Background: an optimization exercise with open tools, aiming at small area, a short achievable clock period and few clock cycles per item. Do not read the settings as production practice.
The RTL was checked by simulation tests, not by an equivalence proof against the original design.

## Final
module Final(
    rst_n,
    clk,
    in_valid,
    weight_valid,
    I,
    W,
    out_valid,
    OUT
);
Size in the first run: ~190 flip-flops, roughly 270 I/O pins.
export LEC_CHECK = 0
export CAP_MARGIN = 20
export CORE_MARGIN = 2
export CORE_UTILIZATION = 40
export SETUP_SLACK_MARGIN = 4
export SLEW_MARGIN = 20
export SYNTH_HIERARCHICAL = 1
create_clock -name core_clock -period 10.0 [get_ports {clk}]
standard.sh (not shown) runs the stock make flow with config.mk's settings and CLKGATE_MAP_FILE= SYNTH_SCRIPT=/design/flow/synth_recipe.tcl, a recipe that flattens the netlist after the stock synthesis.
==> flow/flow/run.sh <==
#!/bin/bash
# Own layout flow: the standard flow (standard.sh, unchanged synthesis and
# steps) with
#  - port buffers made from the small sky130_fd_sc_hd__buf_1 instead of the
#    default delay buffer;
#  - clock tree synthesis without dummy loads and with smaller clock buffers.
# The make output goes to standard_flow.log here; ORFS keeps each step's log
# under orfs/logs.
set -euo pipefail
export BUFFER_PORTS_ARGS="-buffer_cell sky130_fd_sc_hd__buf_1"
export CTS_ARGS="-sink_clustering_enable -repair_clock_nets -dont_use_dummy_load -buf_list {sky130_fd_sc_hd__clkbuf_4 sky130_fd_sc_hd__clkbuf_8} -root_buf sky130_fd_sc_hd__clkbuf_8"
bash standard.sh > standard_flow.log 2>&1
The first run went through all stages and came out clean.
Testbench counts at the start, summed over its fixed seeds: cycles 3,200, items 3,200.
Next try:
--- a/flow/flow/run.sh
+++ b/flow/flow/run.sh
@@ -9,4 +9,4 @@
 set -euo pipefail
 export BUFFER_PORTS_ARGS="-buffer_cell sky130_fd_sc_hd__buf_1"
-export CTS_ARGS="-sink_clustering_enable -repair_clock_nets -dont_use_dummy_load -buf_list {sky130_fd_sc_hd__clkbuf_4 sky130_fd_sc_hd__clkbuf_8} -root_buf sky130_fd_sc_hd__clkbuf_8"
+export CTS_ARGS="-sink_clustering_enable -repair_clock_nets -dont_use_dummy_load -buf_list {sky130_fd_sc_hd__clkbuf_8 sky130_fd_sc_hd__clkbuf_16} -root_buf sky130_fd_sc_hd__clkbuf_16"
 bash standard.sh > standard_flow.log 2>&1
Outcome: The changed run finished with timing, DRC and antenna clean; synthesized cell count stays the same; non-clock buffer count rises by 1; flip-flop and latch count stays the same.


== job 5467 ==
Starting RTL as in the previous note.
clock: 10.0 ns
lec_check: 0
cap_margin: 20
core_margin: 2
core_utilization: 40
setup_slack_margin: 4
slew_margin: 20
synth_hierarchical: 1
==> flow/flow/run.sh <==
#!/bin/bash
# Own layout flow: the standard flow (standard.sh, unchanged synthesis and
# steps) with
#  - port buffers made from the small sky130_fd_sc_hd__buf_1 instead of the
#    default delay buffer;
#  - clock tree synthesis without dummy loads and with smaller clock buffers.
# The make output goes to standard_flow.log here; ORFS keeps each step's log
# under orfs/logs.
set -euo pipefail
export BUFFER_PORTS_ARGS="-buffer_cell sky130_fd_sc_hd__buf_1"
export CTS_ARGS="-sink_clustering_enable -sink_buffer_max_cap_derate 0.6 -repair_clock_nets -dont_use_dummy_load -buf_list {sky130_fd_sc_hd__clkbuf_4 sky130_fd_sc_hd__clkbuf_8} -root_buf sky130_fd_sc_hd__clkbuf_8"
bash standard.sh > standard_flow.log 2>&1
Testbench counts of job 5467, summed over its fixed seeds: cycles 3,200, items 3,200.
[inputs] job 2041 vs job 5467
--- a/flow/flow/run.sh
+++ b/flow/flow/run.sh
@@ -9,4 +9,4 @@
 set -euo pipefail
 export BUFFER_PORTS_ARGS="-buffer_cell sky130_fd_sc_hd__buf_1"
-export CTS_ARGS="-sink_clustering_enable -sink_buffer_max_cap_derate 0.6 -repair_clock_nets -dont_use_dummy_load -buf_list {sky130_fd_sc_hd__clkbuf_4 sky130_fd_sc_hd__clkbuf_8} -root_buf sky130_fd_sc_hd__clkbuf_8"
+export CTS_ARGS="-sink_clustering_enable -sink_clustering_size 10 -sink_clustering_max_diameter 40 -repair_clock_nets -dont_use_dummy_load -buf_list {sky130_fd_sc_hd__clkbuf_4 sky130_fd_sc_hd__clkbuf_8} -root_buf sky130_fd_sc_hd__clkbuf_8"
 bash standard.sh > standard_flow.log 2>&1
Notes after the runs:
From job 5467 to job 2041, final wirelength did not move at all.
Placed cell count came out exactly the same in job 5467 and job 2041.
Comparing job 2041 with job 5467, the wire length of the first global-routing pass came out essentially unchanged.
Clock period minus final worst setup slack came out exactly the same in job 5467 and job 2041.
Per the comparison of job 2041 with job 5467, post-route non-filler standard cell count barely changed, tap cell instance count barely changed.


## job 398
Another version of the RTL of Final (not shown whole).
Size in the first run: roughly 190 flip-flops, ~270 I/O pins.
// Final
module Final(
    rst_n,
    clk,
    in_valid,
    weight_valid,
    I,
    W,
    out_valid,
    OUT
);
    input rst_n;
    input clk;
    input in_valid;
    input weight_valid;
    input [127:0] I;
    input [127:0] W;
    output reg out_valid;
    output [12:0] OUT;
  reg  [127:0] weight;
  wire [127:0] wn = weight_valid ? W : weight;
  always @(posedge clk or negedge rst_n)
    if (~rst_n) weight <= 128'd0;
    else        weight <= wn;
  always @(posedge clk or negedge rst_n)
    if (~rst_n) out_valid <= 1'b0;
    else        out_valid <= in_valid;
  wire [511:0] pp;
  reg [61:0] cs;
  wire s0;
  wire c1;
  wire s2;
  wire c3;
  wire s4;
  wire c5;
  wire s6;
  wire c7;
  wire s8;
  wire c9;
  wire s10;
  wire c11;
  wire s12;
  wire c13;
  wire s14;
  wire c15;
  wire s16;
  wire c17;
  wire s18;
  wire c19;
  wire s20;
  wire c21;
  wire s22;
  wire c23;
  wire s24;
  wire c25;
  wire s26;
  wire c27;
  wire s28;
  wire c29;
  wire s30;
  wire c31;
  wire s32;
  wire c33;
  wire s34;
  wire c35;
  wire s36;
  wire c37;
  wire s38;
  wire c39;
  wire s40;
  wire c41;
  wire s42;
  wire c43;
  wire s44;
  wire c45;
  wire s46;
  wire c47;
  wire s48;
  wire c49;
  wire s50;
  wire c51;
  wire s52;
  wire c53;
  wire s54;
  wire c55;
  wire s56;
  wire c57;
  wire s58;
  wire c59;
  wire s60;
  wire c61;
  wire s62;
  wire c63;
  wire s64;
  wire c65;
  wire s66;
  wire c67;
  wire s68;
  wire c69;
  wire s70;
  wire c71;
  wire s72;
  wire c73;
  wire s74;
  wire c75;
  wire s76;
  wire c77;
  wire s78;
  wire c79;
  wire s80;
  wire c81;
  wire s82;
  wire c83;
  wire s84;
  wire c85;
  wire s86;
  wire c87;
  wire s88;
  wire c89;
  wire s90;
  wire c91;
  wire s92;
  wire c93;
  wire s94;
  wire c95;
  wire s96;
  wire c97;
  wire s98;
  wire c99;
  wire s100;
  wire c101;
  wire s102;
  wire c103;
  wire s104;
  wire c105;
  wire s106;
  wire c107;
  wire s108;
  wire c109;
  wire s110;
  wire c111;
  wire s112;
  wire c113;
  wire s114;
  wire c115;
  wire s116;
  wire c117;
  wire s118;
  wire c119;
  ...
Settings: LEC_CHECK=0, ABC_CLOCK_PERIOD_IN_PS=2000, CAP_MARGIN=20, CORE_MARGIN=2, CORE_UTILIZATION=40, SETUP_SLACK_MARGIN=4, SLEW_MARGIN=20, SYNTH_HIERARCHICAL=1; clock period 10.0 ns.
==> flow/flow/run.sh <==
#!/bin/bash
# Own layout flow: the standard flow (standard.sh, unchanged synthesis and
# steps) with
#  - port buffers made from the small sky130_fd_sc_hd__buf_1 instead of the
#    default delay buffer;
#  - clock tree synthesis without dummy loads and with smaller clock buffers.
# The make output goes to standard_flow.log here; ORFS keeps each step's log
# under orfs/logs.
set -euo pipefail
export BUFFER_PORTS_ARGS="-buffer_cell sky130_fd_sc_hd__buf_1"
export CTS_ARGS="-sink_clustering_enable -repair_clock_nets -dont_use_dummy_load -buf_list {sky130_fd_sc_hd__clkbuf_8 sky130_fd_sc_hd__clkbuf_16} -root_buf sky130_fd_sc_hd__clkbuf_16"
bash standard.sh > standard_flow.log 2>&1
Testbench counts of job 398, summed over its fixed seeds: cycles 3,200, items 3,200.
Changes in job 7118 relative to job 398:
- ABC_CLOCK_PERIOD_IN_PS removed (was 2000)
==> flow/flow/run.sh <==
#!/bin/bash
# Own layout flow: the standard flow (standard.sh, unchanged synthesis and
# steps) with the port buffers made from the small sky130_fd_sc_hd__buf_1
# instead of the default delay buffer. Each tool's output goes to a log here.
set -euo pipefail
export BUFFER_PORTS_ARGS="-buffer_cell sky130_fd_sc_hd__buf_1"
bash standard.sh > standard_flow.log 2>&1
==> run notes <==
- Job 7118 against job 398: biggest cell delay along the critical path rose 0.03 ns, share of the cycle needed by the critical path after routing now smaller.
- Job 398 has a lower wire length of the first global-routing pass than job 7118.
- Job 7118 vs job 398 — worst hold-check slack rose 0.0052 ns.
- Job 7118 against job 398: transition at the pin with the smallest max-transition slack now sits lower.
- Sort job 7118 and job 398 by met3 usage desc -> top: job 7118
- Comparing job 7118 and job 398, design area is lower on job 398.
Inputs modified between job 7118 and job 8766:
==> flow/flow/run.sh <==
#!/bin/bash
# Own layout flow: the standard flow (standard.sh, unchanged synthesis and
# steps) with
#  - port buffers made from the small sky130_fd_sc_hd__buf_1 instead of the
#    default delay buffer;
#  - clock tree synthesis without dummy loads and with smaller clock buffers.
# The make output goes to standard_flow.log here; ORFS keeps each step's log
# under orfs/logs.
set -euo pipefail
export BUFFER_PORTS_ARGS="-buffer_cell sky130_fd_sc_hd__buf_1"
export CTS_ARGS="-sink_clustering_enable -repair_clock_nets -dont_use_dummy_load -buf_list {sky130_fd_sc_hd__clkbuf_8 sky130_fd_sc_hd__clkbuf_16} -root_buf sky130_fd_sc_hd__clkbuf_16"
bash standard.sh > standard_flow.log 2>&1
Total met2 wirelength after detailed routing, job 8766 vs job 7118: down slightly. Higher minimum period implied by the final worst setup slack goes to job 8766 over job 7118. Fmax (job 8766 vs. job 7118) decreases slightly. Job 8766: flow completed, timing, DRC and antenna clean. Fraction of the cycle the final worst path needs ended up 0.27 points higher on job 8766 than on job 7118.

[afterwards: timing with drivers on the ports]
The results above use ideal ports. As a check the final layouts listed here were re-extracted and re-timed, cells and wires unchanged. Step 1 (the two cells are an assumption about what drives the block):
set clk [get_ports {clk}]
set_driving_cell -lib_cell sky130_fd_sc_hd__clkbuf_16 $clk
set_driving_cell -lib_cell sky130_fd_sc_hd__buf_2 [delete_from_list [all_inputs] $clk]
Step 2 also shifts input and output timing later by t, the mid clock arrival at the registers, as if the neighbouring blocks saw the same clock. Slacks: no drivers / after step 1 / after step 2; pairs: no drivers / after step 1.
run | shift t [ns] | setup slack, ns | slew at the worst register clock pin (ns)
the first run of note 1 | 0.625 | 4.051 / 3.909 / 3.284 | 0.12 / 0.12
the second run of note 1 | 0.549 | 4.022 / 3.892 / 3.342 | 0.08 / 0.08
job 5467 | 0.625 | 4.051 / 3.909 / 3.284 | 0.12 / 0.12
job 2041 | 0.625 | 4.051 / 3.909 / 3.284 | 0.12 / 0.12
job 398 | 0.516 | 4.036 / 3.843 / 3.327 | 0.08 / 0.08
job 7118 | 0.532 | 4.063 / 3.870 / 3.339 | 0.09 / 0.09
job 8766 | 0.516 | 4.036 / 3.843 / 3.327 | 0.08 / 0.08
After both steps every run listed still meets setup and hold.
